This is an optimization exercise on Yosys and OpenROAD, whose aim is a short achievable clock period and few clock cycles, not a production implementation. Only simulation tests tie the RTL to the original design; equivalence was not proved.

==> design/flow/run.sh <==
#!/bin/bash
# synth_recipe.tcl (not shown) runs the flow's synth.tcl, then flattens the netlist and writes it again
# the make line also repeats each setting of config.mk as NAME=value (left out here)
make -C /OpenROAD-flow-scripts/flow DESIGN_CONFIG=/design/flow/config.mk WORK_HOME=/design/flow/orfs CLKGATE_MAP_FILE= SYNTH_SCRIPT=/design/flow/synth_recipe.tcl finish
==> design/flow/config.mk <==
export PLATFORM = sky130hd
export DESIGN_NAME = mammal
export DESIGN_NICKNAME = mammal
export VERILOG_FILES = /design/flow/design.v
export SDC_FILE = /design/flow/constraint.sdc
export NUM_CORES = 4
export LEC_CHECK = 0
export CAP_MARGIN = 20
export CORE_MARGIN = 2
export CORE_UTILIZATION = 40
export SLEW_MARGIN = 20
==> design/flow/constraint.sdc <==
create_clock -name core_clock -period 8.0 [get_ports {clk}]
set_input_delay 1.6000 -clock core_clock [delete_from_list [all_inputs] [get_ports {clk}]]
set_output_delay 1.6000 -clock core_clock [all_outputs]
set_load 0.01 [all_outputs]
==> design/flow/design.v <==
module mammal (
      input clk,
      input rst,
      input [15:0] data_in,
      output logic [15:0] data_out,
      output logic [11:0] address,
      output memwt,
      input INT,
      output intack
);
logic [11:0] pc,ir;  
logic [11:0] interruptreg;  
logic [4:0] state;  
logic [15:0] regbank [7:0]; 
logic zeroflag;  
logic intflag;  
logic [15:0] result;  
logic zeroresult;
localparam FETCH=5'b00000,
				LDI=5'b00001,
				LD=5'b00010,
				ST=5'b00011,
				JZ=5'b00100,
				JMP=5'b00101,
				ALU=5'b00111,
				PUSH=5'b01000,
				POP1=5'b01001,
				CALL=5'b01010,
				RET1=5'b01011,
				STI=5'b01100,
				CLI=5'b01101,
				IRET1=5'b01110,
				POP2= 5'b10000,
				RET2= 5'b10001,
				IRET2=5'b10010,
				IRET3=5'b10011,
				INT1= 5'b10100,
				INT2= 5'b10101,
				INT3= 5'b10110;
always_ff @(posedge clk)
begin
    if (rst)
    begin
        state <= FETCH;
        zeroflag <= 0;
        pc <= 0;
        intflag <= 0;  
    end
    else
    case(state)
    FETCH:
    begin
        if ( {1'b0,data_in[15:12] }==JZ)
            if (zeroflag)
               state <= JMP;
            else
               state <= FETCH;
        else
            state <= { 1'b0, data_in[15:12] };
        ir<=data_in[11:0];
        pc<=pc+1;
    end
    LDI:
    begin
        regbank[ ir[2:0] ] <= data_in;
        pc<=pc+1;
       if ( intflag & INT )
              state <= INT1;
       else
              state <= FETCH;
      end
     LD:
     begin
         regbank[ir[2:0]] <= data_in;
         if ( intflag & INT )
              state <= INT1;
         else
              state <= FETCH;
      end
      ST:
      begin
          if ( intflag & INT )
              state <= INT1;
         else
              state <= FETCH;
      end
      JMP:
      begin
           pc <= pc+ir;
           if ( intflag & INT )
                state <= INT1;
           else
                state <= FETCH;
       end
       ALU:
       begin
           regbank[ir[2:0]]<=result;
           zeroflag<=zeroresult;
           if ( intflag & INT )
                  state <= INT1;
           else
                  state <= FETCH;
           end
      PUSH:
      begin
           regbank[7]<=regbank[7]-1;
           if ( intflag & INT )
               state <= INT1;
           else
               state <= FETCH;
      end
      POP1:
      begin
           regbank[7]<=regbank[7]+1;
           state <= POP2;
      end
     POP2:  
     begin
           regbank[ir[2:0]] <= data_in;
           if ( intflag & INT )
                state <= INT1;
           else
                state <= FETCH;
      end
		CALL:
		begin
				regbank[7]<=regbank[7]-1;
				pc<=pc+ir;
				if ( intflag & INT )
					state <= INT1;
				else
					state <= FETCH;
		end
		RET1:
		begin
				regbank[7]<=regbank[7]+1;
				state <= RET2;
		end
		RET2:
		begin
				pc<=data_in[11:0];
				if ( intflag & INT )
					state <= INT1;
				else
					state <= FETCH;
		end
		INT1:
		begin
				regbank[7]<=regbank[7]-1;
				intflag <= 0;
				state <= INT2;
		end
		INT2:
		begin
				regbank[7]<=regbank[7]-1;
				interruptreg <= 12'(data_in+16'h00dc);
				state <= INT3;
		end
		INT3:
		begin
				pc<=data_in[11:0];
				state <= FETCH;
		end
		IRET1:
		begin
				regbank[7]<=regbank[7]+1;
				state <= IRET2;
		end
		IRET2:
		begin
				regbank[7]<=regbank[7]+1;
				zeroflag <= data_in[0];
				state <= IRET3;
		end
		IRET3:
		begin
				pc <= data_in;
				if ( intflag & INT )
					state <= INT1;
				else
					state <= FETCH;
		end
		STI:
		begin
				intflag <= 1;
				if ( intflag & INT )
					state <= INT1;
				else
					state <= FETCH;
		end
		CLI:
		begin
				intflag <= 0;
				state <= FETCH;
		end
		endcase
end
always_comb
case (state)
LD: address=regbank[ir[5:3]][11:0];
ST: address=regbank[ir[5:3]][11:0];
PUSH: address=regbank[7][11:0];
POP2: address=regbank[7][11:0];
CALL: address=regbank[7][11:0];
RET2: address=regbank[7][11:0];
INT1: address=regbank[7][11:0];
INT2: address=regbank[7][11:0];
INT3: address=interruptreg;
IRET1: address=regbank[7][11:0];
IRET2: address=regbank[7][11:0];
IRET3: address=regbank[7][11:0];
default: address=pc;
endcase
assign memwt=(state==ST)||(state==PUSH)||(state==CALL) || (state==INT1) || (state==INT2);
always_comb
begin
case (state)
INT2: intack = 1'b1;
default: intack = 1'b0;
endcase
end
always_comb
begin
case (state)
CALL: data_out = {4'b0,pc};
INT1: data_out = {4'b0,pc};
INT2: data_out = {15'b0, zeroflag};
default: data_out = regbank[ir[8:6]];
endcase
end
always_comb  
case (ir[11:9])
3'h0: result = regbank[ir[8:6]]+regbank[ir[5:3]];  
3'h1: result = regbank[ir[8:6]]-regbank[ir[5:3]];  
3'h2: result = regbank[ir[8:6]]&regbank[ir[5:3]];  
3'h3: result = regbank[ir[8:6]]|regbank[ir[5:3]];  
3'h4: result = regbank[ir[8:6]]^regbank[ir[5:3]];  
3'h5: result = regbank[ir[8:6]] << regbank[ir[5:3]];
3'h7: case (ir[8:6])
		3'h0: result = !regbank[ir[5:3]];
		3'h1: result = regbank[ir[5:3]];
		3'h2: result = regbank[ir[5:3]]+1;
		3'h3: result = regbank[ir[5:3]]-1;
		default: result=16'h0000;
		endcase
default: result=16'h0000;
endcase
assign zeroresult = ~|result;
endmodule
==> summary.txt <==
==> worst max-delay path by stage <==
stage / startpoint / end / slack [ps] / depth (start not counted)
floorplan: register / regbank[0][12]$_DFFE_PP_ / 3260 / 19
CTS: register / regbank[0][8]$_DFFE_PP_ / 1890 / 15
global placement: register / regbank[4][10]$_DFFE_PP_ / 2030 / 15
global route: register / regbank[0][12]$_DFFE_PP_ / 1770 / 16
detailed placement: register / regbank[4][8]$_DFFE_PP_ / 1960 / 15
finish: register / regbank[0][12]$_DFFE_PP_ / 2210 / 16
==> per-layer routing <==
layer	global-route usage (%)	vias to the layer above	part of all wire, %
met5	0	-	0
met4	11.3	0	3.7
met3	4.12	94	6.9
met2	41.2	493	46
met1	35.2	5758	43
li1	-	5389	-
==> area by class of cell <==
type / count / area share, %
clock buffer: 18 / 2.78
clock inverter: 14 / 0.779
inverter: 64 / 1.57
multi-input combinational: 1084 / 53.7
sequential: 177 / 32.9
tap: 455 / 3.69
timing repair buffer: 78 / 4.57
==> per-stage QoR <==
step / instance area [um2] / setup WS (ps) / std cells
after global routing: 15400 / 1770 / 1890
after floorplan: 14000 / 3260 / 1407
final: 15400 / 2210 / 1890
after CTS: 15400 / 1890 / 1890
after detailed placement: 14900 / 1960 / 1858
after global placement: 14900 / 2030 / 1858
==> critical path, stage by stage (launching register included) <==
cell      delay, ps
dfxtp_4         730
mux4_2          610
mux2i_4         630
ha_1            350
nor2_1           80
xnor2_1         160
ha_1            350
nor2b_1         170
o31a_1          290
o311ai_0        470
nand4_1         140
o211ai_1        170
xnor2_1         100
a221oi_1        470
o211ai_1        210
mux2i_1         170
o21ai_0         300
==> kinds of logic (layout without fill, tap and decap cells) <==
kind of cell	count (synthesis)	after routing
AOI/OAI and AO/OA	358	358
xor gates and xnor gates	63	63
adders and majority gates	80	80
buffers and inverters	146	174
DFF	177	177
muxes	127	127
and+or+nand+nor	456	456
==> synthesized netlist by cell type (5+ instances only) <==
| cell | number | area share (%) |
|---|---|---|
| nand2_1 | 164 | 4.4 |
| edfxtp_1 | 152 | 33 |
| nor2_1 | 126 | 3.4 |
| o21ai_0 | 93 | 3.3 |
| ha_1 | 77 | 6.9 |
| a21oi_1 | 66 | 2.4 |
| mux4_2 | 61 | 9.8 |
| inv_1 | 54 | 1.5 |
| clkbuf_1 | 52 | 1.4 |
| mux2i_1 | 48 | 3.4 |
| xnor2_1 | 41 | 2.6 |
| nor3_1 | 35 | 1.3 |
| dfxtp_1 | 25 | 3.6 |
| xor2_1 | 22 | 1.4 |
| nand3_1 | 21 | 0.75 |
| a211oi_1 | 19 | 1.0 |
| and2_1 | 19 | 0.85 |
| a222oi_1 | 18 | 1.3 |
| a31oi_1 | 16 | 0.72 |
| nand2b_1 | 16 | 0.72 |
| buf_2 | 15 | 0.54 |
| o211ai_1 | 14 | 0.75 |
| or3_1 | 13 | 0.58 |
| a21o_1 | 12 | 0.65 |
| nor2b_1 | 12 | 0.54 |
| o21a_1 | 12 | 0.65 |
| a22oi_1 | 11 | 0.59 |
| mux2_2 | 9 | 0.73 |
| nand4_1 | 9 | 0.40 |
| nor4_1 | 9 | 0.40 |
| o221ai_1 | 9 | 0.56 |
| o22ai_1 | 8 | 0.36 |
| buf_6 | 7 | 0.56 |
| a311oi_1 | 6 | 0.38 |
| and3_1 | 6 | 0.27 |
| inv_2 | 6 | 0.16 |
| o2111ai_1 | 6 | 0.38 |
| o21ai_1 | 6 | 0.22 |
| buf_1 | 5 | 0.13 |
| mux2i_2 | 5 | 0.49 |
| o311ai_0 | 5 | 0.31 |
| or2_2 | 5 | 0.22 |
==> registers in the layout, indices dropped and copies added (netlist names), named ones only <==
| name | cells |
|---|---|
| ir | 12 |
| pc | 12 |
| zeroflag | 1 |
| intflag | 1 |
| interruptreg | 12 |
| regbank | 128 |
| state | 5 |
==> reports/qor.yml <==
row_count: 68
hold_class: "reg -> reg"
ant_nets: 0
clock_path_buffers: 2
routed_wl_mm: 46.9
synth_seq_cells: 177
cts_setup_buffers: 0
clk_pin_slew_ps: 70
r2r_setup_slack_ps: 2210
worstPathRequired_ps: 8070
synth-adder-area-share_pct: 7.33
n_antenna_cell: 0
final_nets: 1521
grt_pass1_vias: 11200
numPortBuffers: 48
multi_input_area_um2: 8290
grt_first_pass_wirelength_mm: 70.1
synth_top_family_by_area: "compound AO/OA/AOI/OAI gates"
antenna_found_initial: 0
cts_repair_resize_count: 0
synth_warnings: 3
drive_gt1_share_pct: 12.3
htreeDepth: 4
fp.coreArea_um2: 34500
setup_tns_ps: 0
syn_to_final_growth_pct: 10.5
ys_types: 88
synth_area_um2: 14000
worst_slew_pin_slew_ps: 1050
final_common_cell: "nand2_1"
drtIter0Drc: 1425
rr_endpoint: "regbank[0][12]$_DFFE_PP_"
finalMaxSlewViolations: 0
grt_start_max_net_pins: 41
synth_xor_area_share_pct: 3.95
cp-start-kind: "register"
post-route-drc-count: 0
clock_sinks: 177
skew_ps: 17.7
synth_edf_count: 152
status: "no timing/DRC/antenna violations"
post-route-min-period_ps: 5790
vias: 11700
cts_tree: "built"
relSlewSlack_pct: 29.1
synthFlopType: "edfxtp_1"
cap_violations: 0
die_width_um: 191
worst-r2r-cell-count: 16
synth-async-reset-ratio_pct: 0
die_h_um: 191
path_max_fanout: 31
finalCritPeriodShare_pct: 72.4
hold-path-endpoint: "intflag$_SDFFE_PP0P_"
cts_inserted_buffers: 17
clkLatencyLatePin_ps: 450
holdPathStages: 2
regArea_um2: 5070
utilization_pct: 44.8
viasPerCell: 6.21
syn-num-nets: 1506
cp.arrival_ps: 5860
grt_usage_pct: 26.0
fillers: 3308
min_from: "intflag$_SDFFE_PP0P_"
grt_setup_unrepaired: "no"
setup_viol: 0
firstDrtPassIters: 6
postCtsHoldBufs: 0
ioPinCount: 49
clockRootBuffer: "clkbuf_16"
grt-ovfl-total: 0
place_congestion: 0.969
fmax_ghz: 0.173
synth-simple-area-share_pct: 15.2
netlist_instances: 1407
muxShareOfSynthArea_pct: 15.2
wl_per_cell_um: 24.8
initial_core_util_pct: 40.5
final_cell_mix: "164 x nand2_1, 152 x edfxtp_1, 126 x nor2_1"
synth_compound_area_share_pct: 17.5
die-area_um2: 36400
avgSynthCellArea_um2: 9.92
dpl.hpwl_mm: 34.6
worst_setup_path_end_kind: "register"
finalHoldViolCount: 0
seq_area_frac_synth_pct: 36.3
holdWs_ps: 495
crit_type: "reg -> reg"
Testbench counts, summed over its fixed seeds: cycles 115,805.

==> separate check: timing with driven ports <==
No port has a modelled driver above. Below, the same layout with a new extraction and two added sets of constraints.
Step 1 assumes that a clkbuf_16 drives the clock port and a buf_2 every other input.
Step 2, shift: input delay + t, output delay - t, t = (earliest + latest rising clock arrival at the registers) / 2. This alone moves slack from input paths to output paths.
a / b / c = no drivers / after step 1 / after step 2; a / b = the first two.
t, ns: 0.494
setup slack, ns: 2.205 / 2.205 / 2.205
worst setup path after step 2: register to register
slew at the worst register clock pin (ns): 0.08 / 0.08
cell pins on the clock port's net: 1
After both steps this run still meets setup and hold. For this run, drivers alone change the setup slack by 0.000 ns; drivers and shift together by 0.000 ns.
